From an optimization exercise on the open Yosys and OpenROAD flow, aimed at small area and a short achievable clock period; shortcuts taken in it are not production practice.
No run shown here included a check of the RTL's function; only the layout flow was run.

==> flow/design.v (outline; a module is shown in full before it is edited, if it fits) <==
// module izhikevich_neuron: 947 lines
module izhikevich_neuron #(parameter DT = 16'h0100)
(
    input wire clk,
    input wire rst,
    input wire [15:0] I,
    output reg spike
);
  // ...
==> flow/flow/run.sh <==
#!/bin/bash
# Layout flow for the hand-mapped datapath.
#  1. the standard synthesis of the RTL (kept for its flip-flops: their
#     names, cell types and reset nets are reused unchanged);
#  2. flow/gen2.py, the same generator that wrote the RTL (same options, see
#     flow/gen_args), writes the same circuit mapped by hand onto sky130 cells:
#     full-adder trees and parallel-prefix adders as designed, instead of
#     Yosys/ABC's re-mapping of them;
#  3. flow/polar.py re-chooses the polarity of the full-adder cells (and picks
#     between a gate and its complement) to drop
#     redundant inverters;
#  4. the standard ORFS flow from floorplan on, with every port buffered by a
#     buf_1 cell and the make settings in flow/make_args (the timing repair's
#     setup-slack target).
# Each tool's output goes to a log file of its own in this folder.
set -euo pipefail
W=$(pwd)
R=$W/orfs/results/${FLOW_PLATFORM}/izhikevich_neuron/base
bash standard.sh synth > $W/log_synth.txt 2>&1
cp $R/1_2_yosys.v $W/netlist_standard.v
python3 $W/flow/gen2.py $(cat $W/flow/gen_args) --net $W/netlist_hand.v --std $W/netlist_standard.v > $W/log_gen2.txt 2>&1
python3 $W/flow/polar.py --gates $W/netlist_hand.v $W/netlist_polar.v > $W/log_polar.txt 2>&1
cp $W/netlist_polar.v $R/1_2_yosys.v
touch $R/1_2_yosys.v
export BUFFER_PORTS_ARGS="-buffer_cell sky130_fd_sc_hd__buf_1"
# extra make settings for the layout steps (flow/make_args, may be empty)
bash standard.sh $(cat $W/flow/make_args 2>/dev/null) finish > $W/log_finish.txt 2>&1
==> flow/flow/gen_args <==
--redq dadda --split 1 --ka bk --kb bk --hsl 3
==> flow/flow/make_args <==
SETUP_SLACK_MARGIN=5
==> flow/flow/polar.py <==
#!/usr/bin/env python3
"""Re-choose the polarity of full adders in a mapped sky130 netlist.

A full adder is self-dual: FA(~a,~b,~c) = (~sum, ~cout).  Yosys's extract_fa
leaves many inverters between adder cells; this pass removes every inverter
(except ones driving ports), chooses for each fa cell whether it works on
inverted signals, and re-inserts one inverter per signal that is still needed
in the other polarity.  Registers and all other cells are unchanged.
usage: polar.py in.v out.v
"""
import re, sys, random

GATEFLIP = '--gates' in sys.argv
if GATEFLIP:
    sys.argv.remove('--gates')
src = open(sys.argv[1]).read()
m = re.search(r'^\s*module\s+(\S+)\s*\(', src, re.M)
body_start = src.index(';', m.end()) + 1
end = src.rindex('endmodule')
body = src[body_start:end]

inst_re = re.compile(r'^\s*(sky130_fd_sc_hd__\w+)\s+(\S+)\s*\((.*?)\);\s*$', re.S | re.M)
pin_re = re.compile(r'\.(\w+)\(\s*(.*?)\s*\)\s*(?:,|$)', re.S)
OUTPINS = {'X', 'Y', 'Q', 'Q_N', 'SUM', 'COUT', 'HI', 'LO', 'GCLK'}

cells = []
decl_lines = []
pos = 0
for mm in inst_re.finditer(body):
    pre = body[pos:mm.start()]
    decl_lines.append(pre)
    pos = mm.end()
    typ, name, pins = mm.group(1), mm.group(2), mm.group(3)
    conns = [(p, n) for p, n in pin_re.findall(pins)]
    cells.append([typ, name, conns])
tail = body[pos:]
if 'assign' in ''.join(decl_lines) + tail:
    sys.exit('assign statements not supported')

out_ports = set()
for mm in re.finditer(r'^\s*output\s+(\[(\d+):(\d+)\]\s*)?(\S+?)\s*;', src[:end], re.M):
    if mm.group(1):
        hi, lo = int(mm.group(2)), int(mm.group(3))
        for i in range(min(hi, lo), max(hi, lo) + 1):
            out_ports.add(f"{mm.group(4)}[{i}]")
    else:
        out_ports.add(mm.group(4))

A_ = {'and2_1': 6.256, 'nand2_1': 3.7536, 'or2_1': 6.256, 'nor2_1': 3.7536,
      'and2b_1': 7.5072, 'nand2b_1': 6.256, 'or2b_1': 7.5072, 'nor2b_1': 6.256,
      'xor2_1': 8.7584, 'xnor2_1': 8.7584, 'a21o_1': 7.5072, 'a21oi_1': 5.0048,
      'o21a_1': 7.5072, 'o21ai_1': 5.0048, 'o21ai_0': 5.0048, 'a21bo_1': 10.0096,
      'a21boi_0': 7.5072, 'o21ba_1': 10.0096, 'o21bai_1': 7.5072}
PAIRS = [('and2_1', 'nand2_1'), ('or2_1', 'nor2_1'), ('and2b_1', 'nand2b_1'),
         ('or2b_1', 'nor2b_1'), ('xor2_1', 'xnor2_1'), ('a21o_1', 'a21oi_1'),
         ('o21a_1', 'o21ai_1'), ('o21a_1', 'o21ai_0'), ('a21bo_1', 'a21boi_0'),
         ('o21ba_1', 'o21bai_1')]
COMP = {}
for x, y in PAIRS:
    COMP.setdefault(x, y)
    COMP.setdefault(y, x)
def out_pin(t):
    return 'X' if t in ('and2_1', 'or2_1', 'and2b_1', 'or2b_1', 'xor2_1', 'a21o_1', 'o21a_1', 'a21bo_1', 'o21ba_1') else 'Y'

def is_inv(t):
    return re.fullmatch(r'sky130_fd_sc_hd__(clk)?inv_\d+', t) is not None

driver = {}
for ci, (t, n, conns) in enumerate(cells):
    for p, net in conns:
        if p in OUTPINS:
            driver[net] = (ci, p)

removable = set()
for ci, (t, n, conns) in enumerate(cells):
    if is_inv(t):
        d = dict(conns)
        if d['Y'] not in out_ports:
            removable.add(ci)

def root(net):
    par = 0
    seen = 0
    while net in driver and driver[net][0] in removable:
        ci = driver[net][0]
        net = dict(cells[ci][2])['A']
        par ^= 1
        seen += 1
        if seen > 100:
            sys.exit('inverter loop')
    return net, par

# consumers: (cell index, pin index) -> (root, parity)
fa_idx = [ci for ci, c in enumerate(cells) if c[0].startswith('sky130_fd_sc_hd__fa_')]
fa_set = set(fa_idx)
cons = {}   # root -> list of (ci, parity)
pinref = []
for ci, (t, n, conns) in enumerate(cells):
    if ci in removable:
        continue
    for k, (p, net) in enumerate(conns):
        if p in OUTPINS:
            continue
        r, par = root(net)
        pinref.append((ci, k, r, par))
        cons.setdefault(r, []).append((ci, par))
# output ports that are driven through removable inverters are protected above;
# ports driven directly are roots with a parity-0 "consumer"
for net in out_ports:
    r, par = root(net)
    assert par == 0 and r == net
    cons.setdefault(r, []).append((-1, 0))

gate_idx = []
if GATEFLIP:
    for ci, (t, n, conns) in enumerate(cells):
        short = t[len('sky130_fd_sc_hd__'):]
        if ci not in removable and short in COMP:
            gate_idx.append(ci)
gate_set = set(gate_idx)
def gdelta(ci):
    short = cells[ci][0][len('sky130_fd_sc_hd__'):]
    return A_[COMP[short]] - A_[short]
def drv_fa(r):
    d = driver.get(r)
    if d is not None and (d[0] in fa_set or d[0] in gate_set):
        return d[0]
    return None

flip = {ci: 0 for ci in fa_idx + gate_idx}
def root_cost(r):
    f = drv_fa(r)
    nat = flip[f] if f is not None else 0
    for ci, par in cons.get(r, []):
        need = par ^ (flip[ci] if ci in fa_set else 0)
        if need != nat:
            return 1
    return 0

roots_of_fa = {}
for ci in fa_idx:
    rs = set()
    for p, net in cells[ci][2]:
        if p in OUTPINS:
            rs.add(net)
        else:
            rs.add(root(net)[0])
    roots_of_fa[ci] = rs
all_roots = set(cons)
for ci in gate_idx:
    for p, net in cells[ci][2]:
        if p in OUTPINS:
            roots_of_fa[ci] = {net}
def gcost():
    return sum(gdelta(ci) / 3.7536 for ci in gate_idx if flip[ci])
def total():
    return sum(root_cost(r) for r in all_roots) + gcost()

before = len(removable)
best = total()
random.seed(1)
cur = best
best_flip = dict(flip)
for it in range(60):
    improved = True
    while improved:
        improved = False
        for ci in fa_idx + gate_idx:
            rs = roots_of_fa[ci]
            gd = gdelta(ci) / 3.7536 if ci in gate_set else 0.0
            c0 = sum(root_cost(r) for r in rs) + (gd if flip[ci] else 0.0)
            flip[ci] ^= 1
            c1 = sum(root_cost(r) for r in rs) + (gd if flip[ci] else 0.0)
            if c1 < c0:
                cur += c1 - c0
                improved = True
            else:
                flip[ci] ^= 1
    if cur < best:
        best = cur
        best_flip = dict(flip)
    flip = dict(best_flip)
    cur = best
    pool = fa_idx + gate_idx
    for ci in random.sample(pool, max(1, len(pool) // 10)):
        flip[ci] ^= 1
    cur = total()
flip = best_flip
print(f"polar: {len(fa_idx)} fa cells, {len(gate_idx)} gates, {before} inverters removed, cost {best:.2f}, "
      f"{sum(flip[c] for c in fa_idx)} fa cells and {sum(flip[c] for c in gate_idx)} gates flipped", file=sys.stderr)

def esc(n):
    return n + ' ' if n.startswith('\\') else n

# rewrite
newnets = []
invnet = {}
def inv_of(r):
    if r not in invnet:
        nn = f"_pol{len(invnet)}_"
        invnet[r] = nn
        newnets.append(nn)
    return invnet[r]
for ci, k, r, par in pinref:
    f = drv_fa(r)
    nat = flip[f] if f is not None else 0
    need = par ^ (flip[ci] if ci in fa_set else 0)
    p, net = cells[ci][2][k]
    cells[ci][2][k] = (p, r if need == nat else inv_of(r))
out = [src[:body_start]]
out.append(''.join(decl_lines).rstrip('\n') + '\n')
for nn in newnets:
    out.append(f"  wire {nn};\n")
for ci in gate_idx:
    if flip[ci]:
        t = cells[ci][0]
        short = t[len('sky130_fd_sc_hd__'):]
        nt = 'sky130_fd_sc_hd__' + COMP[short]
        op, np_ = out_pin(short), out_pin(COMP[short])
        cells[ci][0] = nt
        cells[ci][2] = [((np_ if p == op else p), net) for p, net in cells[ci][2]]
for ci, (t, n, conns) in enumerate(cells):
    if ci in removable:
        continue
    pins = ",\n".join(f"    .{p}({esc(net)})" for p, net in conns)
    out.append(f"  {t} {n} (\n{pins}\n  );\n")
for i, (r, nn) in enumerate(invnet.items()):
    out.append(f"  sky130_fd_sc_hd__inv_1 _polinv{i}_ (\n    .A({esc(r)}),\n    .Y({nn})\n  );\n")
out.append(tail)
out.append(src[end:])
open(sys.argv[2], 'w').write(''.join(out))
==> flow/standard.sh <==
#!/bin/bash
# synth_recipe.tcl (not shown) runs the flow's synth.tcl, then flattens the netlist and writes it again
# the make line also repeats each setting of config.mk as NAME=value (left out here)
make -C /OpenROAD-flow-scripts/flow DESIGN_CONFIG=/design/flow/config.mk WORK_HOME=/design/flow/orfs CLKGATE_MAP_FILE= SYNTH_SCRIPT=/design/flow/synth_recipe.tcl "${@:-finish}"
==> flow/config.mk <==
export PLATFORM = sky130hd
export DESIGN_NAME = izhikevich_neuron
export DESIGN_NICKNAME = izhikevich_neuron
export VERILOG_FILES = /design/flow/design.v
export SDC_FILE = /design/flow/constraint.sdc
export NUM_CORES = 4
export LEC_CHECK = 0
export CAP_MARGIN = 20
export CORE_MARGIN = 2
export CORE_UTILIZATION = 40
export CTS_BUF_LIST = sky130_fd_sc_hd__clkbuf_8
export CTS_CLUSTER_DIAMETER = 150
export CTS_CLUSTER_SIZE = 40
export PLACE_DENSITY = 0.6
export SLEW_MARGIN = 20
==> flow/constraint.sdc <==
create_clock -name core_clock -period 12.0 [get_ports {clk}]
set_input_delay 2.4000 -clock core_clock [delete_from_list [all_inputs] [get_ports {clk}]]
set_output_delay 2.4000 -clock core_clock [all_outputs]
set_load 0.01 [all_outputs]
Not shown: flow/flow/gen2.py
==> flow_summary_export.csv, run 1 <==
group,metric,value,unit
hold_path,holdCritPathClass,"flip-flop to flip-flop",
sta,finalSetupViolCount,0,
layout,largestClassByArea,"multi-input combinational cells",
worst_setup_path,worstSetupStartpoint,"v[13]",
placed_design,dp_worst_setup_slack,4630,ps
clock_network,cts_root_buffer,"clkbuf_8",
floorplanning,io_pins,19,
placed_design,gp_congestion,0.861,
clock_network,post_cts_resized,10,
layout,multi_input_area,6280,µm²
drt,antenna_left,0,
status,status,"timing/DRC/antenna clean",
layout,drive_above_1_share,7.37,%
layout,final_util,45.4,%
grt,grt_pass1_wl,27.6,mm
clock_network,cts_made_buffers,5,
floorplanning,die_width,138,µm
sta,clock_skew,7.87,ps
worst_setup_path,critPathMaxFanout,14,
grt,grt_usage,18.9,%
worst_setup_path,cp-start-kind,"flip-flop",
drt,viasPerCell,4.91,
layout,buffer_area_share,1.90,%
worst_setup_path,regToRegStartpoint,"v[13]",
sta,min_period_over_period,55.0,%
layout,num-nonclk-buffers,29,
==> run 2, diff against run 1 <==
--- a/flow/design.v
+++ b/flow/design.v
@@ -683,261 +683,273 @@
   wire w1944 = (w1905 & w1872) | w1875;
   wire w1947 = w1905 & w1902;
   wire w1952 = (w1911 & w1878) | w1881;
   wire w1955 = w1911 & w1908;
   wire w1958 = fs1746 & w1884;
   wire w1961 = fs1746 & w1914;
   wire w1964 = fs1796 & w1887;
   wire w1967 = fs1796 & w1917;
-  wire w1970 = w1923 & w1920;
-  wire w1975 = (w1939 & w1928) | w1936;
-  wire w1978 = w1939 & w1931;
-  wire w1983 = (w1955 & w1944) | w1952;
-  wire w1986 = w1955 & w1947;
-  wire w1991 = (w1967 & w1958) | w1964;
-  wire w1994 = w1967 & w1961;
-  wire w1997 = (w1978 & w1970) | w1975;
-  wire w2002 = (w1994 & w1983) | w1991;
-  wire w2005 = w1994 & w1986;
-  wire w2008 = (w2005 & w1997) | w2002;
-  wire w2013 = (w1986 & w1997) | w1983;
-  wire w2018 = (w1931 & w1970) | w1928;
-  wire w2021 = (w1947 & w1997) | w1944;
-  wire w2026 = (w1961 & w2013) | w1958;
-  wire w2029 = fs1518 & w1920;
-  wire w2032 = (w1890 & w1970) | w1860;
-  wire w2037 = (w1896 & w2018) | w1866;
-  wire w2042 = (w1902 & w1997) | w1872;
-  wire w2045 = (w1908 & w2021) | w1878;
-  wire w2048 = (w1914 & w2013) | w1884;
-  wire w2053 = (w1917 & w2026) | w1887;
-  wire w2056 = fs1824 & w2008;
-  wire w2059 = fs1503 ^ w1854;
-  wire w2062 = fs1518 ^ w1920;
-  wire w2065 = fs1538 ^ w2029;
-  wire w2068 = w1890 ^ w1970;
-  wire w2071 = w1893 ^ w2032;
-  wire w2074 = w1896 ^ w2018;
-  wire w2077 = w1899 ^ w2037;
-  wire w2080 = w1902 ^ w1997;
-  wire w2083 = w1905 ^ w2042;
-  wire w2086 = w1908 ^ w2021;
-  wire w2089 = w1911 ^ w2045;
-  wire w2092 = w1914 ^ w2013;
-  wire w2095 = fs1746 ^ w2048;
-  wire w2098 = w1917 ^ w2026;
-  wire w2101 = fs1796 ^ w2053;
-  wire w2104 = fs1824 ^ w2008;
-  wire w2105 = ~w19;
-  wire w2108 = u[0] & w2105;
-  wire w2111 = w1449 & w2105;
-  wire w2114 = w1452 & w2105;
-  wire w2117 = w1455 & w2105;
-  wire w2120 = w1458 & w2105;
-  wire w2123 = w1461 & w2105;
-  wire w2126 = w1464 & w2105;
-  wire w2129 = w1467 & w2105;
-  wire w2132 = w1470 & w2105;
-  wire w2135 = w1473 & w2105;
-  wire w2138 = w1476 & w2105;
-  wire w2141 = w1479 & w2105;
-  wire w2144 = w1482 & w2105;
-  wire w2147 = w1485 & w2105;
-  wire w2150 = w1488 & w2105;
-  wire w2153 = w1491 & w2105;
-  wire w2154 = ~w2153;
-  wire w2155 = ~w2153;
-  wire w2156 = ~w2153;
-  wire fs2160 = w2108 ^ w2114 ^ w2126;
-  wire fc2161 = (w2108 & w2114) | (w2108 & w2126) | (w2114 & w2126);
-  wire fs2165 = w2111 ^ w2117 ^ w2129;
-  wire fc2166 = (w2111 & w2117) | (w2111 & w2129) | (w2117 & w2129);
-  wire fs2170 = u[0] ^ w2114 ^ w2120;
-  wire fc2171 = (u[0] & w2114) | (u[0] & w2120) | (w2114 & w2120);
-  wire fs2175 = w2132 ^ fs2170 ^ fc2166;
-  wire fc2176 = (w2132 & fs2170) | (w2132 & fc2166) | (fs2170 & fc2166);
-  wire fs2180 = u[1] ^ w2117 ^ w2123;
-  wire fc2181 = (u[1] & w2117) | (u[1] & w2123) | (w2117 & w2123);
-  wire fs2185 = fc2171 ^ w2135 ^ fs2180;
-  wire fc2186 = (fc2171 & w2135) | (fc2171 & fs2180) | (w2135 & fs2180);
-  wire fs2190 = u[2] ^ w2120 ^ w2126;
-  wire fc2191 = (u[2] & w2120) | (u[2] & w2126) | (w2120 & w2126);
-  wire fs2195 = w2138 ^ fc2181 ^ fs2190;
-  wire fc2196 = (w2138 & fc2181) | (w2138 & fs2190) | (fc2181 & fs2190);
-  wire fs2200 = u[3] ^ w2123 ^ w2129;
-  wire fc2201 = (u[3] & w2123) | (u[3] & w2129) | (w2123 & w2129);
-  wire fs2205 = w2141 ^ fc2191 ^ fs2200;
-  wire fc2206 = (w2141 & fc2191) | (w2141 & fs2200) | (fc2191 & fs2200);
-  wire fs2210 = u[4] ^ w2132 ^ w2126;
-  wire fc2211 = (u[4] & w2132) | (u[4] & w2126) | (w2132 & w2126);
-  wire fs2215 = w2144 ^ fc2201 ^ fs2210;
-  wire fc2216 = (w2144 & fc2201) | (w2144 & fs2210) | (fc2201 & fs2210);
-  wire fs2220 = u[5] ^ w2129 ^ w2135;
-  wire fc2221 = (u[5] & w2129) | (u[5] & w2135) | (w2129 & w2135);
-  wire fs2225 = w2147 ^ fc2211 ^ fs2220;
-  wire fc2226 = (w2147 & fc2211) | (w2147 & fs2220) | (fc2211 & fs2220);
-  wire fs2230 = u[6] ^ w2132 ^ w2138;
-  wire fc2231 = (u[6] & w2132) | (u[6] & w2138) | (w2132 & w2138);
-  wire fs2235 = w2150 ^ fs2230 ^ fc2221;
-  wire fc2236 = (w2150 & fs2230) | (w2150 & fc2221) | (fs2230 & fc2221);
-  wire w2239 = u[7] ^ w2135;
-  wire w2240 = ~w2239;
-  wire w2243 = u[7] | w2135;
-  wire fs2249 = w2141 ^ w2240 ^ fc2231;
-  wire fc2250 = (w2141 & w2240) | (w2141 & fc2231) | (w2240 & fc2231);
-  wire fs2256 = w2156 ^ fc2236 ^ fs2249;
-  wire fc2257 = (w2156 & fc2236) | (w2156 & fs2249) | (fc2236 & fs2249);
-  wire w2260 = u[8] ^ w2138;
-  wire w2261 = ~w2260;
-  wire w2264 = u[8] | w2138;
-  wire fs2270 = w2144 ^ w2243 ^ w2261;
-  wire fc2271 = (w2144 & w2243) | (w2144 & w2261) | (w2243 & w2261);
-  wire fs2277 = fs2270 ^ fc2250 ^ fc2257;
-  wire fc2278 = (fs2270 & fc2250) | (fs2270 & fc2257) | (fc2250 & fc2257);
-  wire w2281 = u[9] ^ w2141;
-  wire w2282 = ~w2281;
-  wire w2285 = u[9] | w2141;
-  wire fs2291 = w2264 ^ w2147 ^ w2282;
-  wire fc2292 = (w2264 & w2147) | (w2264 & w2282) | (w2147 & w2282);
-  wire fs2298 = fc2271 ^ fs2291 ^ fc2278;
-  wire fc2299 = (fc2271 & fs2291) | (fc2271 & fc2278) | (fs2291 & fc2278);
-  wire w2302 = u[10] ^ w2144;
-  wire w2303 = ~w2302;
-  wire w2306 = u[10] | w2144;
-  wire fs2312 = w2150 ^ w2285 ^ w2303;
-  wire fc2313 = (w2150 & w2285) | (w2150 & w2303) | (w2285 & w2303);
-  wire fs2317 = fc2292 ^ fs2312 ^ fc2299;
-  wire fc2318 = (fc2292 & fs2312) | (fc2292 & fc2299) | (fs2312 & fc2299);
-  wire fs2324 = u[11] ^ w19 ^ w2306;
-  wire fc2325 = (u[11] & w19) | (u[11] & w2306) | (w19 & w2306);
-  wire fs2329 = w2147 ^ w2155 ^ fs2324;
-  wire fc2330 = (w2147 & w2155) | (w2147 & fs2324) | (w2155 & fs2324);
-  wire w2333 = fc2313 & fs2329;
-  wire w2336 = fc2313 ^ fs2329;
-  wire w2339 = u[12] ^ w2150;
-  wire w2340 = ~w2339;
-  wire w2343 = u[12] | w2150;
-  wire fs2349 = w2340 ^ fc2325 ^ fc2330;
-  wire fc2350 = (w2340 & fc2325) | (w2340 & fc2330) | (fc2325 & fc2330);
-  wire fs2356 = u[13] ^ w2154 ^ w2343;
-  wire fc2357 = (u[13] & w2154) | (u[13] & w2343) | (w2154 & w2343);
-  wire w2358 = ~u[14];
-  wire w2361 = u[15] ^ u[14];
-  wire w2362 = ~w2361;
-  wire w2365 = u[15] | u[14];
-  wire w2368 = w2108 & w2120;
-  wire w2371 = w2111 & w2123;
-  wire w2374 = fc2161 & fs2165;
-  wire w2377 = w2108 ^ w2120;
-  wire w2380 = w2111 ^ w2123;
-  wire w2383 = fc2161 ^ fs2165;
-  wire w2386 = w2111 & w2108;
-  wire w2389 = w2117 & w2114;
-  wire w2394 = (w2380 & w2368) | w2371;
-  wire w2397 = w2380 & w2377;
-  wire w2400 = w2383 & fs2160;
-  wire w2403 = w2114 & w2386;
-  wire w2406 = w2389 & w2386;
-  wire w2409 = fs2160 & w2394;
-  wire w2412 = fs2160 & w2397;
-  wire w2417 = (w2400 & w2394) | w2374;
-  wire w2420 = w2400 & w2397;
-  wire w2423 = w2377 & w2406;
-  wire w2426 = w2397 & w2406;
-  wire w2429 = w2412 & w2406;
-  wire w2432 = w2420 & w2406;
-  wire w2435 = fc2176 & fs2185;
-  wire w2438 = fc2186 & fs2195;
-  wire w2441 = fc2196 & fs2205;
-  wire w2444 = fc2206 & fs2215;
-  wire w2447 = fc2216 & fs2225;
-  wire w2450 = fc2226 & fs2235;
-  wire w2453 = fc2318 & w2336;
-  wire w2456 = w2333 & fs2349;
-  wire w2459 = fc2350 & fs2356;
-  wire w2462 = fc2357 & w2358;
-  wire w2465 = fc2176 ^ fs2185;
-  wire w2468 = fc2186 ^ fs2195;
-  wire w2471 = fc2196 ^ fs2205;
-  wire w2474 = fc2206 ^ fs2215;
-  wire w2477 = fc2216 ^ fs2225;
-  wire w2480 = fc2226 ^ fs2235;
-  wire w2483 = fc2318 ^ w2336;
-  wire w2486 = w2333 ^ fs2349;
-  wire w2489 = fc2350 ^ fs2356;
-  wire w2492 = fc2357 ^ w2358;
-  wire w2495 = fs2175 & w2417;
-  wire w2500 = (w2468 & w2435) | w2438;
-  wire w2503 = w2468 & w2465;
-  wire w2508 = (w2474 & w2441) | w2444;
-  wire w2511 = w2474 & w2471;
-  wire w2516 = (w2480 & w2447) | w2450;
-  wire w2519 = w2480 & w2477;
-  wire w2522 = fs2277 & fs2256;
-  wire w2525 = fs2317 & fs2298;
-  wire w2528 = (w2486 & w2453) | w2456;
-  wire w2531 = w2486 & w2483;
-  wire w2534 = (w2492 & w2459) | w2462;
-  wire w2537 = w2492 & w2489;
-  wire w2540 = (w2503 & w2495) | w2500;
-  wire w2545 = (w2519 & w2508) | w2516;
-  wire w2548 = w2519 & w2511;
-  wire w2551 = w2525 & w2522;
-  wire w2554 = (w2537 & w2528) | w2534;
-  wire w2557 = w2537 & w2531;
-  wire w2560 = (w2548 & w2540) | w2545;
-  wire w2563 = w2557 & w2551;
-  wire w2566 = (w2563 & w2560) | w2554;
-  wire w2569 = w2551 & w2560;
-  wire w2574 = (w2511 & w2540) | w2508;
-  wire w2577 = w2522 & w2560;
-  wire w2582 = (w2531 & w2569) | w2528;
-  wire w2587 = (w2465 & w2495) | w2435;
-  wire w2590 = (w2471 & w2540) | w2441;
-  wire w2595 = (w2477 & w2574) | w2447;
-  wire w2598 = fs2256 & w2560;
-  wire w2601 = fs2298 & w2577;
-  wire w2604 = (w2483 & w2569) | w2453;
-  wire w2607 = (w2489 & w2582) | w2459;
-  wire w2610 = w2362 & w2566;
-  wire w2613 = fs2175 ^ w2417;
-  wire w2616 = w2465 ^ w2495;
-  wire w2619 = w2468 ^ w2587;
-  wire w2622 = w2471 ^ w2540;
-  wire w2625 = w2474 ^ w2590;
-  wire w2628 = w2477 ^ w2574;
-  wire w2631 = w2480 ^ w2595;
-  wire w2634 = fs2256 ^ w2560;
-  wire w2637 = fs2277 ^ w2598;
-  wire w2640 = fs2298 ^ w2577;
-  wire w2643 = fs2317 ^ w2601;
-  wire w2646 = w2483 ^ w2569;
-  wire w2649 = w2486 ^ w2604;
-  wire w2652 = w2489 ^ w2582;
-  wire w2655 = w2492 ^ w2607;
-  wire w2658 = w2362 ^ w2566;
-  wire w2661 = ~w19 & w2059;
-  wire w2664 = ~w19 & w2062;
-  wire w2667 = ~w19 & w2065;
-  wire w2670 = ~w19 & w2068;
-  wire w2673 = ~w19 & w2071;
-  wire w2676 = ~w19 & w2074;
-  wire w2679 = ~w19 & w2077;
-  wire w2682 = ~w19 & w2080;
-  wire w2685 = w19 | w2083;
-  wire w2688 = w19 | w2086;
-  wire w2691 = w19 | w2089;
-  wire w2694 = w19 | w2092;
-  wire w2697 = w19 | w2095;
-  wire w2700 = w19 | w2098;
-  wire w2703 = ~w19 & w2101;
-  wire w2706 = w19 | w2104;
-    wire [15:0] v_next = {w2706, w2703, w2700, w2697, w2694, w2691, w2688, w2685, w2682, w2679, w2676, w2673, w2670, w2667, w2664, w2661};
-    wire [15:0] u_next = {w2658, w2655, w2652, w2649, w2646, w2643, w2640, w2637, w2634, w2631, w2628, w2625, w2622, w2619, w2616, w2613};
+  wire w1970 = fs1518 & w1920;
+  wire w1973 = w1923 & w1920;
+  wire w1976 = (w1896 & w1928) | w1866;
+  wire w1979 = w1896 & w1931;
+  wire w1984 = (w1939 & w1928) | w1936;
+  wire w1987 = w1939 & w1931;
+  wire w1990 = (w1908 & w1944) | w1878;
+  wire w1993 = w1908 & w1947;
+  wire w1998 = (w1955 & w1944) | w1952;
+  wire w2001 = w1955 & w1947;
+  wire w2004 = (w1917 & w1958) | w1887;
+  wire w2007 = w1917 & w1961;
+  wire w2012 = (w1967 & w1958) | w1964;
+  wire w2015 = w1967 & w1961;
+  wire w2018 = (w1890 & w1973) | w1860;
+  wire w2023 = (w1931 & w1973) | w1928;
+  wire w2026 = (w1979 & w1973) | w1976;
+  wire w2029 = (w1987 & w1973) | w1984;
+  wire w2034 = (w1914 & w1998) | w1884;
+  wire w2037 = w1914 & w2001;
+  wire w2040 = (w1961 & w1998) | w1958;
+  wire w2043 = w1961 & w2001;
+  wire w2048 = (w2007 & w1998) | w2004;
+  wire w2051 = w2007 & w2001;
+  wire w2056 = (w2015 & w1998) | w2012;
+  wire w2059 = w2015 & w2001;
+  wire w2064 = (w1902 & w2029) | w1872;
+  wire w2067 = (w1947 & w2029) | w1944;
+  wire w2072 = (w1993 & w2029) | w1990;
+  wire w2077 = (w2001 & w2029) | w1998;
+  wire w2080 = (w2037 & w2029) | w2034;
+  wire w2085 = (w2043 & w2029) | w2040;
+  wire w2088 = (w2051 & w2029) | w2048;
+  wire w2091 = (w2059 & w2029) | w2056;
+  wire w2094 = fs1824 & w2091;
+  wire w2097 = fs1503 ^ w1854;
+  wire w2100 = fs1518 ^ w1920;
+  wire w2103 = fs1538 ^ w1970;
+  wire w2106 = w1890 ^ w1973;
+  wire w2109 = w1893 ^ w2018;
+  wire w2112 = w1896 ^ w2023;
+  wire w2115 = w1899 ^ w2026;
+  wire w2118 = w1902 ^ w2029;
+  wire w2121 = w1905 ^ w2064;
+  wire w2124 = w1908 ^ w2067;
+  wire w2127 = w1911 ^ w2072;
+  wire w2130 = w1914 ^ w2077;
+  wire w2133 = fs1746 ^ w2080;
+  wire w2136 = w1917 ^ w2085;
+  wire w2139 = fs1796 ^ w2088;
+  wire w2142 = fs1824 ^ w2091;
+  wire w2143 = ~w19;
+  wire w2146 = u[0] & w2143;
+  wire w2149 = w1449 & w2143;
+  wire w2152 = w1452 & w2143;
+  wire w2155 = w1455 & w2143;
+  wire w2158 = w1458 & w2143;
+  wire w2161 = w1461 & w2143;
+  wire w2164 = w1464 & w2143;
+  wire w2167 = w1467 & w2143;
+  wire w2170 = w1470 & w2143;
+  wire w2173 = w1473 & w2143;
+  wire w2176 = w1476 & w2143;
+  wire w2179 = w1479 & w2143;
+  wire w2182 = w1482 & w2143;
+  wire w2185 = w1485 & w2143;
+  wire w2188 = w1488 & w2143;
+  wire w2191 = w1491 & w2143;
+  wire w2192 = ~w2191;
+  wire w2193 = ~w2191;
+  wire w2194 = ~w2191;
+  wire fs2198 = w2146 ^ w2152 ^ w2164;
+  wire fc2199 = (w2146 & w2152) | (w2146 & w2164) | (w2152 & w2164);
+  wire fs2203 = w2149 ^ w2155 ^ w2167;
+  wire fc2204 = (w2149 & w2155) | (w2149 & w2167) | (w2155 & w2167);
+  wire fs2208 = u[0] ^ w2152 ^ w2158;
+  wire fc2209 = (u[0] & w2152) | (u[0] & w2158) | (w2152 & w2158);
+  wire fs2213 = w2170 ^ fs2208 ^ fc2204;
+  wire fc2214 = (w2170 & fs2208) | (w2170 & fc2204) | (fs2208 & fc2204);
+  wire fs2218 = u[1] ^ w2155 ^ w2161;
+  wire fc2219 = (u[1] & w2155) | (u[1] & w2161) | (w2155 & w2161);
+  wire fs2223 = fc2209 ^ w2173 ^ fs2218;
+  wire fc2224 = (fc2209 & w2173) | (fc2209 & fs2218) | (w2173 & fs2218);
+  wire fs2228 = u[2] ^ w2158 ^ w2164;
+  wire fc2229 = (u[2] & w2158) | (u[2] & w2164) | (w2158 & w2164);
+  wire fs2233 = w2176 ^ fc2219 ^ fs2228;
+  wire fc2234 = (w2176 & fc2219) | (w2176 & fs2228) | (fc2219 & fs2228);
+  wire fs2238 = u[3] ^ w2161 ^ w2167;
+  wire fc2239 = (u[3] & w2161) | (u[3] & w2167) | (w2161 & w2167);
+  wire fs2243 = w2179 ^ fc2229 ^ fs2238;
+  wire fc2244 = (w2179 & fc2229) | (w2179 & fs2238) | (fc2229 & fs2238);
+  wire fs2248 = u[4] ^ w2170 ^ w2164;
+  wire fc2249 = (u[4] & w2170) | (u[4] & w2164) | (w2170 & w2164);
+  wire fs2253 = w2182 ^ fc2239 ^ fs2248;
+  wire fc2254 = (w2182 & fc2239) | (w2182 & fs2248) | (fc2239 & fs2248);
+  wire fs2258 = u[5] ^ w2167 ^ w2173;
+  wire fc2259 = (u[5] & w2167) | (u[5] & w2173) | (w2167 & w2173);
+  wire fs2263 = w2185 ^ fc2249 ^ fs2258;
+  wire fc2264 = (w2185 & fc2249) | (w2185 & fs2258) | (fc2249 & fs2258);
+  wire fs2268 = u[6] ^ w2170 ^ w2176;
+  wire fc2269 = (u[6] & w2170) | (u[6] & w2176) | (w2170 & w2176);
+  wire fs2273 = w2188 ^ fs2268 ^ fc2259;
+  wire fc2274 = (w2188 & fs2268) | (w2188 & fc2259) | (fs2268 & fc2259);
+  wire w2277 = u[7] ^ w2173;
+  wire w2278 = ~w2277;
+  wire w2281 = u[7] | w2173;
+  wire fs2287 = w2179 ^ w2278 ^ fc2269;
+  wire fc2288 = (w2179 & w2278) | (w2179 & fc2269) | (w2278 & fc2269);
+  wire fs2294 = w2194 ^ fc2274 ^ fs2287;
+  wire fc2295 = (w2194 & fc2274) | (w2194 & fs2287) | (fc2274 & fs2287);
+  wire w2298 = u[8] ^ w2176;
+  wire w2299 = ~w2298;
+  wire w2302 = u[8] | w2176;
+  wire fs2308 = w2182 ^ w2281 ^ w2299;
+  wire fc2309 = (w2182 & w2281) | (w2182 & w2299) | (w2281 & w2299);
+  wire fs2315 = fs2308 ^ fc2288 ^ fc2295;
+  wire fc2316 = (fs2308 & fc2288) | (fs2308 & fc2295) | (fc2288 & fc2295);
+  wire w2319 = u[9] ^ w2179;
+  wire w2320 = ~w2319;
+  wire w2323 = u[9] | w2179;
+  wire fs2329 = w2302 ^ w2185 ^ w2320;
+  wire fc2330 = (w2302 & w2185) | (w2302 & w2320) | (w2185 & w2320);
+  wire fs2336 = fc2309 ^ fs2329 ^ fc2316;
+  wire fc2337 = (fc2309 & fs2329) | (fc2309 & fc2316) | (fs2329 & fc2316);
+  wire w2340 = u[10] ^ w2182;
+  wire w2341 = ~w2340;
+  wire w2344 = u[10] | w2182;
+  wire fs2350 = w2188 ^ w2323 ^ w2341;
+  wire fc2351 = (w2188 & w2323) | (w2188 & w2341) | (w2323 & w2341);
+  wire w2354 = fc2330 & fs2350;
+  wire w2357 = fc2330 ^ fs2350;
+  wire fs2363 = u[11] ^ w19 ^ w2344;
+  wire fc2364 = (u[11] & w19) | (u[11] & w2344) | (w19 & w2344);
+  wire fs2368 = w2185 ^ w2193 ^ fs2363;
+  wire fc2369 = (w2185 & w2193) | (w2185 & fs2363) | (w2193 & fs2363);
+  wire fs2375 = fc2351 ^ w2354 ^ fs2368;
+  wire fc2376 = (fc2351 & w2354) | (fc2351 & fs2368) | (w2354 & fs2368);
+  wire w2379 = u[12] ^ w2188;
+  wire w2380 = ~w2379;
+  wire w2383 = u[12] | w2188;
+  wire fs2389 = w2380 ^ fc2364 ^ fc2369;
+  wire fc2390 = (w2380 & fc2364) | (w2380 & fc2369) | (fc2364 & fc2369);
+  wire fs2396 = u[13] ^ w2192 ^ w2383;
+  wire fc2397 = (u[13] & w2192) | (u[13] & w2383) | (w2192 & w2383);
+  wire w2398 = ~u[14];
+  wire w2401 = u[15] ^ u[14];
+  wire w2402 = ~w2401;
+  wire w2405 = u[15] | u[14];
+  wire w2408 = w2146 & w2158;
+  wire w2411 = w2149 & w2161;
+  wire w2414 = fc2199 & fs2203;
+  wire w2417 = w2146 ^ w2158;
+  wire w2420 = w2149 ^ w2161;
+  wire w2423 = fc2199 ^ fs2203;
+  wire w2426 = w2149 & w2146;
+  wire w2429 = w2155 & w2152;
+  wire w2434 = (w2420 & w2408) | w2411;
+  wire w2437 = w2420 & w2417;
+  wire w2440 = w2423 & fs2198;
+  wire w2443 = w2152 & w2426;
+  wire w2446 = w2429 & w2426;
+  wire w2449 = fs2198 & w2434;
+  wire w2452 = fs2198 & w2437;
+  wire w2457 = (w2440 & w2434) | w2414;
+  wire w2460 = w2440 & w2437;
+  wire w2463 = w2417 & w2446;
+  wire w2466 = w2437 & w2446;
+  wire w2469 = w2452 & w2446;
+  wire w2472 = w2460 & w2446;
+  wire w2475 = fc2214 & fs2223;
+  wire w2478 = fc2224 & fs2233;
+  wire w2481 = fc2234 & fs2243;
+  wire w2484 = fc2244 & fs2253;
+  wire w2487 = fc2254 & fs2263;
+  wire w2490 = fc2264 & fs2273;
+  wire w2493 = fc2337 & w2357;
+  wire w2496 = fc2376 & fs2389;
+  wire w2499 = fc2390 & fs2396;
+  wire w2502 = fc2397 & w2398;
+  wire w2505 = fc2214 ^ fs2223;
+  wire w2508 = fc2224 ^ fs2233;
+  wire w2511 = fc2234 ^ fs2243;
+  wire w2514 = fc2244 ^ fs2253;
+  wire w2517 = fc2254 ^ fs2263;
+  wire w2520 = fc2264 ^ fs2273;
+  wire w2523 = fc2337 ^ w2357;
+  wire w2526 = fc2376 ^ fs2389;
+  wire w2529 = fc2390 ^ fs2396;
+  wire w2532 = fc2397 ^ w2398;
+  wire w2535 = fs2213 & w2457;
+  wire w2540 = (w2508 & w2475) | w2478;
+  wire w2543 = w2508 & w2505;
+  wire w2548 = (w2514 & w2481) | w2484;
+  wire w2551 = w2514 & w2511;
+  wire w2556 = (w2520 & w2487) | w2490;
+  wire w2559 = w2520 & w2517;
+  wire w2562 = fs2315 & fs2294;
+  wire w2565 = w2523 & fs2336;
+  wire w2568 = w2526 & fs2375;
+  wire w2571 = (w2532 & w2499) | w2502;
+  wire w2574 = w2532 & w2529;
+  wire w2577 = (w2543 & w2535) | w2540;
+  wire w2582 = (w2559 & w2548) | w2556;
+  wire w2585 = w2559 & w2551;
+  wire w2588 = w2565 & w2562;
+  wire w2591 = (w2574 & w2496) | w2571;
+  wire w2594 = w2574 & w2568;
+  wire w2597 = (w2585 & w2577) | w2582;
+  wire w2600 = (w2594 & w2493) | w2591;
+  wire w2603 = w2594 & w2588;
+  wire w2606 = (w2603 & w2597) | w2600;
+  wire w2611 = (w2588 & w2597) | w2493;
+  wire w2616 = (w2551 & w2577) | w2548;
+  wire w2619 = w2562 & w2597;
+  wire w2622 = (w2568 & w2611) | w2496;
+  wire w2627 = (w2505 & w2535) | w2475;
+  wire w2630 = (w2511 & w2577) | w2481;
+  wire w2635 = (w2517 & w2616) | w2487;
+  wire w2638 = fs2294 & w2597;
+  wire w2641 = fs2336 & w2619;
+  wire w2644 = fs2375 & w2611;
+  wire w2647 = (w2529 & w2622) | w2499;
+  wire w2650 = w2402 & w2606;
+  wire w2653 = fs2213 ^ w2457;
+  wire w2656 = w2505 ^ w2535;
+  wire w2659 = w2508 ^ w2627;
+  wire w2662 = w2511 ^ w2577;
+  wire w2665 = w2514 ^ w2630;
+  wire w2668 = w2517 ^ w2616;
+  wire w2671 = w2520 ^ w2635;
+  wire w2674 = fs2294 ^ w2597;
+  wire w2677 = fs2315 ^ w2638;
+  wire w2680 = fs2336 ^ w2619;
+  wire w2683 = w2523 ^ w2641;
+  wire w2686 = fs2375 ^ w2611;
+  wire w2689 = w2526 ^ w2644;
+  wire w2692 = w2529 ^ w2622;
+  wire w2695 = w2532 ^ w2647;
+  wire w2698 = w2402 ^ w2606;
+  wire w2701 = ~w19 & w2097;
+  wire w2704 = ~w19 & w2100;
+  wire w2707 = ~w19 & w2103;
+  wire w2710 = ~w19 & w2106;
+  wire w2713 = ~w19 & w2109;
+  wire w2716 = ~w19 & w2112;
+  wire w2719 = ~w19 & w2115;
+  wire w2722 = ~w19 & w2118;
+  wire w2725 = w19 | w2121;
+  wire w2728 = w19 | w2124;
+  wire w2731 = w19 | w2127;
+  wire w2734 = w19 | w2130;
+  wire w2737 = w19 | w2133;
+  wire w2740 = w19 | w2136;
+  wire w2743 = ~w19 & w2139;
+  wire w2746 = w19 | w2142;
+    wire [15:0] v_next = {w2746, w2743, w2740, w2737, w2734, w2731, w2728, w2725, w2722, w2719, w2716, w2713, w2710, w2707, w2704, w2701};
+    wire [15:0] u_next = {w2698, w2695, w2692, w2689, w2686, w2683, w2680, w2677, w2674, w2671, w2668, w2665, w2662, w2659, w2656, w2653};
     always @(posedge clk or posedge rst) begin
         if (rst) begin
             v <= 16'hBF00;
             u <= 16'h0000;
             spike <= 1'b0;
         end else begin
             v <= v_next;
             u <= u_next;
--- a/flow/flow/gen2.py
+++ b/flow/flow/gen2.py
@@ -27,17 +27,16 @@
 ap.add_argument('--kx', default='bk')
 ap.add_argument('--haxor', type=int, default=1)
 ap.add_argument('--xpol', type=int, default=1)
 ap.add_argument('--redq', default='tdm')
 ap.add_argument('--stats', type=int, default=0)
 ap.add_argument('--hapol', type=int, default=1)
 ap.add_argument('--split', type=int, default=0)
 ap.add_argument('--vx', type=int, default=0)
-ap.add_argument('--opol', type=int, default=0)
 ap.add_argument('--redv2', default='dadda')
 ap.add_argument('--dsc', type=float, default=0.42)
 ap.add_argument('--dcc', type=float, default=0.32)
 ap.add_argument('--redv', default='tdm')
 ap.add_argument('--redu', default='tdm')
 args = ap.parse_args()
 
 # ----------------------------------------------------------------------------
@@ -320,20 +319,20 @@
         for i in range(n):
             if (i // d) % 2 == 1:
                 j = (i // d) * d - 1
                 G[i] = AO21(Pp[i], G[j], G[i])
                 Pp[i] = AND(Pp[i], Pp[j])
         d *= 2
     return G[n - 1]
 
-def cpa(ra, rb, lo_keep, kind, cin=None, opol=None):
+def cpa(ra, rb, lo_keep, kind, cin=None):
     if args.split and lo_keep > 0 and cin is None:
         c = carry_out(ra[:lo_keep], rb[:lo_keep])
-        return cpa(ra[lo_keep:], rb[lo_keep:], 0, kind, cin=c, opol=opol)
+        return cpa(ra[lo_keep:], rb[lo_keep:], 0, kind, cin=c)
     n = len(ra)
     g = [AND(a, b) for a, b in zip(ra, rb)]
     p = [XOR(a, b) for a, b in zip(ra, rb)]
     if cin is not None:
         g = [cin] + g; p = [0] + p; n += 1; lo_keep += 1
     G = list(g); Pp = list(p)
     def comb(i, j):
         G[i] = AO21(Pp[i], G[j], G[i])
@@ -356,37 +355,33 @@
             for i in range(3 * d - 1, n, 2 * d):
                 comb(i, i - d)
             d //= 2
     elif kind == 'rc':
         for i in range(1, n):
             comb(i, i - 1)
     out = []
     for i in range(lo_keep, n):
-        out.append(p[i] if i == 0 else XOR(p[i], G[i - 1], opol))
+        out.append(p[i] if i == 0 else XOR(p[i], G[i - 1]))
     return out
 
 # ----------------------------------------------------------------------------
 T0 = 0.6
 VC = 0xBF00
 if args.vx:
     # state register vx = v ^ c: every flip-flop resets to 0
     v = [Sig(f"v[{i}]", f"vx[{i}]", bool((VC >> i) & 1), T0) for i in range(16)]
 else:
     v = [inp(f"v[{i}]", T0) for i in range(16)]
 u = [inp(f"u[{i}]", T0) for i in range(16)]
 I = [inp(f"I[{i}]", 2.6) for i in range(16)]
 
 # spike condition: v >= 30.0 (signed) = ~v15 & (v14 | v13 | v12&v11&v10&v9)
 t1 = AND(AND(v[12], v[11]), AND(v[10], v[9]))
-if args.opol:
-    _a, _b = NOT(v[15]), OR(OR(v[14], v[13]), t1)
-    sp = gate(lambda a, b: a & b, [_a, _b], f"{_a.rtl} & {_b.rtl}", want=False)
-else:
-    sp = AND(NOT(v[15]), OR(OR(v[14], v[13]), t1))
+sp = AND(NOT(v[15]), OR(OR(v[14], v[13]), t1))
 
 CTX[0] = 'sqpp'
 # squarer: P = v*v mod 2^24 (v = v_low - 2^15 v15)
 NS = 24
 cols = [[] for _ in range(NS)]
 for i in range(15):
     if 2 * i < NS:
         if i >= 1:
@@ -404,17 +399,17 @@
     cols[16 + i].append(NOT(AND(v[15], v[i])))
 CTX[0] = 'sqtree'
 ra, rb = reduce(cols, NS, const, args.redq)
 CTX[0] = 'cpa_a'
 vsq = cpa(ra, rb, 8, args.ka)
 
 CTX[0] = 'x'
 # x = 2v - u = 2v + ~u + 1 ; x[0] = u[0], carry-in ~u[0]
-xs = cpa(v[0:15], [NOT(u[i + 1]) for i in range(15)], 0, args.kx, cin=NOT(u[0]), opol=True if args.opol else None)
+xs = cpa(v[0:15], [NOT(u[i + 1]) for i in range(15)], 0, args.kx, cin=NOT(u[0]))
 x = [u[0]] + xs
 
 def addrow(cols, ncol, bits, shift, signed):
     c = 0
     for i, b in enumerate(bits):
         k = i + shift
         if k >= ncol:
             break
@@ -451,17 +446,17 @@
     cl_const += addrow(cl, NV, vsq, 0, True)
     ea, eb = reduce(colse, NV, ce + cl_const, 'tdm')
     for k in range(NV):
         cl[k] += [b for b in (ea[k], eb[k]) if b != 0]
     ra, rb = reduce(cl, NV, 0, args.redv2)
 else:
     ra, rb = reduce(cols, NV, const, args.redv)
 CTX[0] = 'cpa_b'
-vn = cpa(ra, rb, 5, args.kb, opol=True if args.opol else None)
+vn = cpa(ra, rb, 5, args.kb)
 
 CTX[0] = 'utree'
 # u tree (x gated off while spiking; then + d)
 NU = 24
 cols = [[] for _ in range(NU)]
 nsp = NOT(sp)
 xg = [AND(b, nsp) for b in x]
 const = 0
==> flow/flow/gen_args (replaced) <==
--redq dadda --split 1 --ka bk --kb sk
==> flow/config.mk (replaced) <==
export PLATFORM = sky130hd
export DESIGN_NAME = izhikevich_neuron
export DESIGN_NICKNAME = izhikevich_neuron
export VERILOG_FILES = /design/flow/design.v
export SDC_FILE = /design/flow/constraint.sdc
export NUM_CORES = 4
export LEC_CHECK = 0
export CAP_MARGIN = 20
export CORE_MARGIN = 2
export CORE_UTILIZATION = 40
export PLACE_DENSITY = 0.6
export SLEW_MARGIN = 20
==> run 2 against run 1 <==
Net effect: worst setup slack better by 55 ps; register-to-register slack better by 60 ps; via count up 2.0%; synthesized cell count up 1.6%; count of clock-buffer cells in the layout unchanged; wire length down 1.8%.
==> flow_summary_export.csv, run 2 <==
group,metric,value,unit
status,status,"timing/DRC/antenna clean",
floorplanning,num_rows,49,
layout,drive_above_1_share,5.59,%
drt,drt_iter0_markers,195,
grt,grt_max_degree,35,
layout,reg_top3,"u (16), v (16), spike (1)",
logic_synthesis,syn-num-nets,947,
hold_path,min_from,"u[15]",
worst_setup_path,worstSetupEndpointType,"flip-flop",
worst_setup_path,r2r-end,"v[15]",
hold_path,holdCritPathClass,"flip-flop to flip-flop",
sta,worstMarginPinSlew,655,ps
floorplanning,die_y,139,µm
drt,antenna_left,0,
layout,antenna_cells,0,
placed_design,io_buffers,18,
worst_setup_path,crit_path_frequent_cell,"fa_1",
grt,grt_util_met3,1.73,%
drt,wl_per_cell,15.3,µm
worst_setup_path,cp.required,12210,ps
floorplanning,die-area,19200,µm²
worst_setup_path,cp-start-kind,"flip-flop",
worst_setup_path,crit_slowest_cell,"dfstp_4",
grt,grt_usage,17.6,%
worst_setup_path,rr_worst_depth,22,
clock_network,clk_latency,280,ps
sta,fmax,0.153,GHz
layout,syn2layout_area_growth,9.27,%
sta,min_period,6550,ps
sta,rsz0062_at_grt,"false",
floorplanning,die_width,139,µm
clock_network,cts_tree,"yes",
clock_network,cts_buffer_depth,2,
clock_network,cts_sinks,33,
grt,grt_pass1_vias,5447,
clock_network,clk_pin_slew,60,ps
layout,mostFrequentLayoutCell,"nand2_1",
clock_network,cts_root_buffer,"clkbuf_16",
floorplanning,io_pins,19,
sta,drv_slew,0,
worst_setup_path,regToRegStartpoint,"v[10]",
layout,final_cell_mix,"nand2_1 (163), fa_1 (153), xnor2_1 (77)",
clock_network,cts_made_buffers,5,
floorplanning,fp.coreArea,17800,µm²
run,max-cap-violations,0,
drt,dr.pass1.iters,5,
worst_setup_path,cp_cell_sequence,"nand2_1 -> fa_1 -> fa_1 -> fa_1 -> xor2_1 -> nand2_1 -> o21ai_1 -> a21oi_2 -> o21ai_1 -> xor2_2 -> fa_1 -> fa_1 -> fa_1 -> xnor2_1 -> inv_1 -> nand2_1 -> inv_1 -> a21oi_2 -> o21ai_1 -> o21bai_1 -> xor2_1 -> or2_1",
clock_network,cts_max_level,2,
sta,hold_ws,621,ps
logic_synthesis,syn_avg_cell_area,9.33,µm²
sta,clock_skew,4.12,ps
hold_path,holdPathEnd,"u[15]",
grt,antenna_found_initial,0,
sta,finalSetupViolCount,0,
placed_design,place_hpwl,12.6,mm
layout,num-nets-final,975,
grt,use_met2,30.7,%
sta,slew_headroom,56.0,%
grt,gr-total-overflow,0,
placed_design,gp_congestion,0.822,
sta,fin_tns_setup,0,ps
worst_setup_path,critPathMaxFanout,18,
floorplanning,start_util,40.6,%
worst_setup_path,cpPeakStageDelay,780,ps
logic_synthesis,netlist_area,7240,µm²
drt,finalWirelength,15.8,mm
drt,viasPerCell,4.97,
drt,vias,5143,
worst_setup_path,r2r_slack,5450,ps
logic_synthesis,yosys_warnings,1,
grt,top_usage_layer,"met2",
drt,drc,0,
worst_setup_path,path_class,"flip-flop to flip-flop",
sta,min_period_over_period,54.6,%
worst_setup_path,cp.arrival,6760,ps
logic_synthesis,synth_cells,776,
hold_path,holdPathStages,2,
sta,hold_violations,0,
grt,grt_use_met1,24.5,%
grt,grt_pass1_wl,27.2,mm
[run 2: cell types whose count changed in the layout (fill, tap and decap cells not counted), sizes merged, moves of 2 or more]
cell	before	now
buf	29	21
nand2	160	163
clkinv	0	2
nor2b	63	65
o21ai	35	37
o21bai	4	6
[run 2: layer usage]
layer | vias up | wire (µm)
li1 | 2436 | -
met3 | 8 | 326
met4 | 0 | 80
met5 | - | 0
met2 | 62 | 7950
met1 | 2637 | 7430
[run 2: worst max path at each step]
| stage | startpoint | endpoint | slack, ps | cells past startpoint |
|---|---|---|---|---|
| after floorplan | v[2] | v[13] | 5740 | 23 |
| after global placement | v[5] | v[13] | 4740 | 23 |
| after detailed placement | v[2] | v[13] | 4920 | 23 |
| after CTS | v[10] | v[15] | 5030 | 23 |
| after global routing | v[10] | v[15] | 5000 | 24 |
| final | v[10] | v[15] | 5450 | 22 |
[run 2: repair_timing]
item	4_1_cts	5_1_grt
endpoints found under the setup margin	8	9
setup buffers	0	1
pin swaps	0	1
hold buffers	0	0
resized for setup	8	26
[run 2: final cells by class]
class / count / area, µm²
Multi-Input combinational cell: 687 / 6310
Fill cell: 1729 / 9930
Sequential cell: 33 / 871
Clock buffer: 6 / 129
Clock inverter: 2 / 10.0
Inverter: 56 / 210
Timing Repair Buffer: 21 / 90.1
Tap cell: 229 / 287
[run 2: per-stage QoR]
step	std cells	setup slack, ps	util, %	area (µm²)
detailed placement	1025	4920	42.7	7610
floorplan	776	5740	-	7240
global placement	1025	4740	42.7	7610
CTS	1033	5030	43.5	7760
finish	1034	5450	44.3	7910
global route	1034	5000	44.3	7910
[run 2: critical path: cells and delay by family (launching register included)]
kind	cells	cell delay, ps
xor gates and xnor gates	4	910
buffers and inverters	2	140
AOI/OAI and AO/OA	6	1080
adders and majority gates	6	2980
and+or+nand+nor	4	540
DFF	1	780
==> run 3, diff against run 2 <==
--- a/flow/flow/gen2.py
+++ b/flow/flow/gen2.py
@@ -34,2 +34,3 @@
 ap.add_argument('--vx', type=int, default=0)
+ap.add_argument('--opol', type=int, default=0)
 ap.add_argument('--redv2', default='dadda')
@@ -326,6 +327,6 @@
 
-def cpa(ra, rb, lo_keep, kind, cin=None):
+def cpa(ra, rb, lo_keep, kind, cin=None, opol=None):
     if args.split and lo_keep > 0 and cin is None:
         c = carry_out(ra[:lo_keep], rb[:lo_keep])
-        return cpa(ra[lo_keep:], rb[lo_keep:], 0, kind, cin=c)
+        return cpa(ra[lo_keep:], rb[lo_keep:], 0, kind, cin=c, opol=opol)
     n = len(ra)
@@ -362,3 +363,3 @@
     for i in range(lo_keep, n):
-        out.append(p[i] if i == 0 else XOR(p[i], G[i - 1]))
+        out.append(p[i] if i == 0 else XOR(p[i], G[i - 1], opol))
     return out
@@ -378,3 +379,7 @@
 t1 = AND(AND(v[12], v[11]), AND(v[10], v[9]))
-sp = AND(NOT(v[15]), OR(OR(v[14], v[13]), t1))
+if args.opol:
+    _a, _b = NOT(v[15]), OR(OR(v[14], v[13]), t1)
+    sp = gate(lambda a, b: a & b, [_a, _b], f"{_a.rtl} & {_b.rtl}", want=False)
+else:
+    sp = AND(NOT(v[15]), OR(OR(v[14], v[13]), t1))
 
@@ -406,3 +411,3 @@
 # x = 2v - u = 2v + ~u + 1 ; x[0] = u[0], carry-in ~u[0]
-xs = cpa(v[0:15], [NOT(u[i + 1]) for i in range(15)], 0, args.kx, cin=NOT(u[0]))
+xs = cpa(v[0:15], [NOT(u[i + 1]) for i in range(15)], 0, args.kx, cin=NOT(u[0]), opol=True if args.opol else None)
 x = [u[0]] + xs
@@ -453,3 +458,3 @@
 CTX[0] = 'cpa_b'
-vn = cpa(ra, rb, 5, args.kb)
+vn = cpa(ra, rb, 5, args.kb, opol=True if args.opol else None)
 
--- a/flow/config.mk
+++ b/flow/config.mk
@@ -10,2 +10,5 @@
 export CORE_UTILIZATION = 40
+export CTS_BUF_LIST = sky130_fd_sc_hd__clkbuf_8
+export CTS_CLUSTER_DIAMETER = 150
+export CTS_CLUSTER_SIZE = 40
 export PLACE_DENSITY = 0.6
==> run 3 against run 2 <==
Net effect: clock skew is 3.2 ps higher; first-iteration DRC count is 4.6% higher; non-clock buffer count stayed put; synthesized area stayed put; core utilization is 0.32 points lower; flip-flop and latch count stayed put; synthesized cell count stayed put; die area stayed put.
==> flow_summary_export.csv, run 3 <==
group,metric,value,unit
status,status,"timing/DRC/antenna clean",
clock_network,clk_latency,300,ps
logic_synthesis,syn-num-nets,947,
layout,final_cell_mix,"nand2_1 (163), fa_1 (153), xnor2_1 (77)",
sta,fmax,0.152,GHz
drt,antenna_left,0,
grt,grt_usage,17.5,%
drt,vias,5142,
sta,fin_tns_setup,0,ps
clock_network,cts_buffer_depth,2,
sta,clock_skew,7.29,ps
floorplanning,io_pins,19,
placed_design,gp_congestion,0.822,
grt,grt_max_degree,35,
sta,slew_headroom,55.8,%
logic_synthesis,yosys_warnings,1,
worst_setup_path,cp.arrival,6790,ps
clock_network,cts_max_level,2,
floorplanning,start_util,40.6,%
worst_setup_path,crit_slowest_cell,"dfstp_4",
logic_synthesis,synth_cells,776,
hold_path,holdCritPathClass,"flip-flop to flip-flop",
sta,worstMarginPinSlew,658,ps
grt,grt_pass1_wl,27.1,mm
hold_path,min_from,"u[15]",
worst_setup_path,worstSetupEndpointType,"flip-flop",
drt,viasPerCell,4.97,
sta,min_period_over_period,54.7,%
placed_design,dp_worst_setup_slack,4920,ps
placed_design,place_hpwl,12.6,mm
worst_setup_path,path_class,"flip-flop to flip-flop",
layout,fillers,1734,
layout,syn2layout_area_growth,8.49,%
layout,mostFrequentLayoutCell,"nand2_1",
grt,gr-total-overflow,0,
layout,drive_above_1_share,5.59,%
layout,regArea,871,µm²
sta,finalSetupViolCount,0,
logic_synthesis,netlist_area,7240,µm²
worst_setup_path,cp_cell_sequence,"nand2_1 -> fa_1 -> fa_1 -> fa_1 -> xor2_1 -> nand2_1 -> o21ai_1 -> a21oi_2 -> o21ai_1 -> xor2_2 -> fa_1 -> fa_1 -> fa_1 -> xnor2_1 -> inv_1 -> nand2_1 -> inv_1 -> a21oi_2 -> o21ai_1 -> o21bai_1 -> xor2_1 -> or2_1",
clock_network,cts_root_buffer,"clkbuf_8",
worst_setup_path,cp-start-kind,"flip-flop",
floorplanning,num_rows,49,
run,max-cap-violations,0,
floorplanning,die_y,139,µm
worst_setup_path,cpPeakStageDelay,790,ps
worst_setup_path,regToRegStartpoint,"v[10]",
clock_network,clk_pin_slew,80,ps
sta,min_period,6560,ps
drt,drt_iter0_markers,204,
layout,num-nets-final,975,
worst_setup_path,crit_path_frequent_cell,"fa_1",
worst_setup_path,critPathMaxFanout,18,
layout,antenna_cells,0,
clock_network,cts_sinks,33,
grt,antenna_found_initial,0,
clock_network,cts_tree,"yes",
floorplanning,fp.coreArea,17800,µm²
sta,hold_violations,0,
layout,multi_input_area,6310,µm²
drt,wl_per_cell,15.2,µm
drt,dr.pass1.iters,4,
clock_network,cts_made_buffers,5,
grt,grt_pass1_vias,5435,
logic_synthesis,syn_avg_cell_area,9.33,µm²
sta,hold_ws,624,ps
floorplanning,die_width,139,µm
layout,reg_top3,"u (16), v (16), spike (1)",
worst_setup_path,cp.required,12230,ps
sta,rsz0062_at_grt,"false",
worst_setup_path,worstSetupStartpoint,"v[10]",
sta,fin_ws,5440,ps
drt,drc,0,
floorplanning,die-area,19200,µm²
placed_design,io_buffers,18,
drt,finalWirelength,15.7,mm
sta,drv_slew,0,
-- run 3: final cells by class --
class | instances | share of cell area (%)
Clock buffer | 5 | 0.876
Multi-Input combinational cell | 687 | 80.4
Sequential cell | 33 | 11.1
Timing Repair Buffer | 21 | 1.15
Inverter | 56 | 2.68
Clock inverter | 3 | 0.175
Tap cell | 229 | 3.65
-- run 3: worst paths after layout --
path / to / slack [ps] / cells after the start
setup / recovery: v[15] / 5440 / 22
hold / removal: u[15] / 620 / 2
setup reg to reg: v[15] / 5440 / 22
hold reg to reg: u[15] / 620 / 2
max in group asynchronous: v[2] / 9450 / 3
min in group asynchronous: u[4] / 2180 / 3
-- run 3: per-stage QoR --
stage	cell area (µm²)	utilization, %	std cells
after floorplan	7240	-	776
after global placement	7610	42.7	1025
after detailed placement	7610	42.7	1025
after CTS	7700	43.2	1033
after global routing	7850	44.0	1034
final	7850	44.0	1034
-- run 3: metal layers --
| layer | global-route usage [%] | wire length, µm | vias to the layer above |
|---|---|---|---|
| li1 | - | - | 2436 |
| met1 | 24.6 | 7390 | 2628 |
| met2 | 30.5 | 7870 | 66 |
| met3 | 1.73 | 333 | 12 |
| met4 | 2.15 | 114 | 0 |
| met5 | 0 | 0 | - |
-- run 3: worst max-delay path: cells and delay by family (launching register included) --
family | cells | cell delay, ps
XOR/XNOR | 4 | 910
AND/OR/NAND/NOR | 4 | 540
flip-flops | 1 | 790
buffers and inverters | 2 | 150
AO/OA/AOI/OAI | 6 | 1090
adder cells (fa/ha/maj) | 6 | 2980
-- run 3: what timing repair did --
| item | in CTS | in global routing |
|---|---|---|
| pin swaps | 0 | 1 |
| setup endpoints to repair | 8 | 9 |
| hold buffers | 0 | 0 |
| resized for setup | 8 | 26 |
| setup buffers | 0 | 1 |

## re-timing with driven ports
The flow's constraints put no driver on any port. The routed layouts listed below were extracted and timed again, unchanged, in two steps. Step 1, drivers: a clkbuf_16 drives clk and a buf_2 each remaining input, both assumed. Step 2 moves the port delays by t, midway between the first and last clock arrival at a register: inputs arrive t later, outputs are due t later. That takes back most of the time a late clock gives input paths. Three values: ideal ports, drivers, drivers and shift; two values: the first two.
run	shift t [ns]	setup WS [ns]	worst register clock-pin slew, ns
run 1	0.325	5.396 / 5.396 / 5.396	0.08 / 0.08
run 2	0.320	5.451 / 5.451 / 5.451	0.06 / 0.06
run 3	0.330	5.442 / 5.442 / 5.442	0.08 / 0.08
After both steps setup and hold are still met in every run listed.
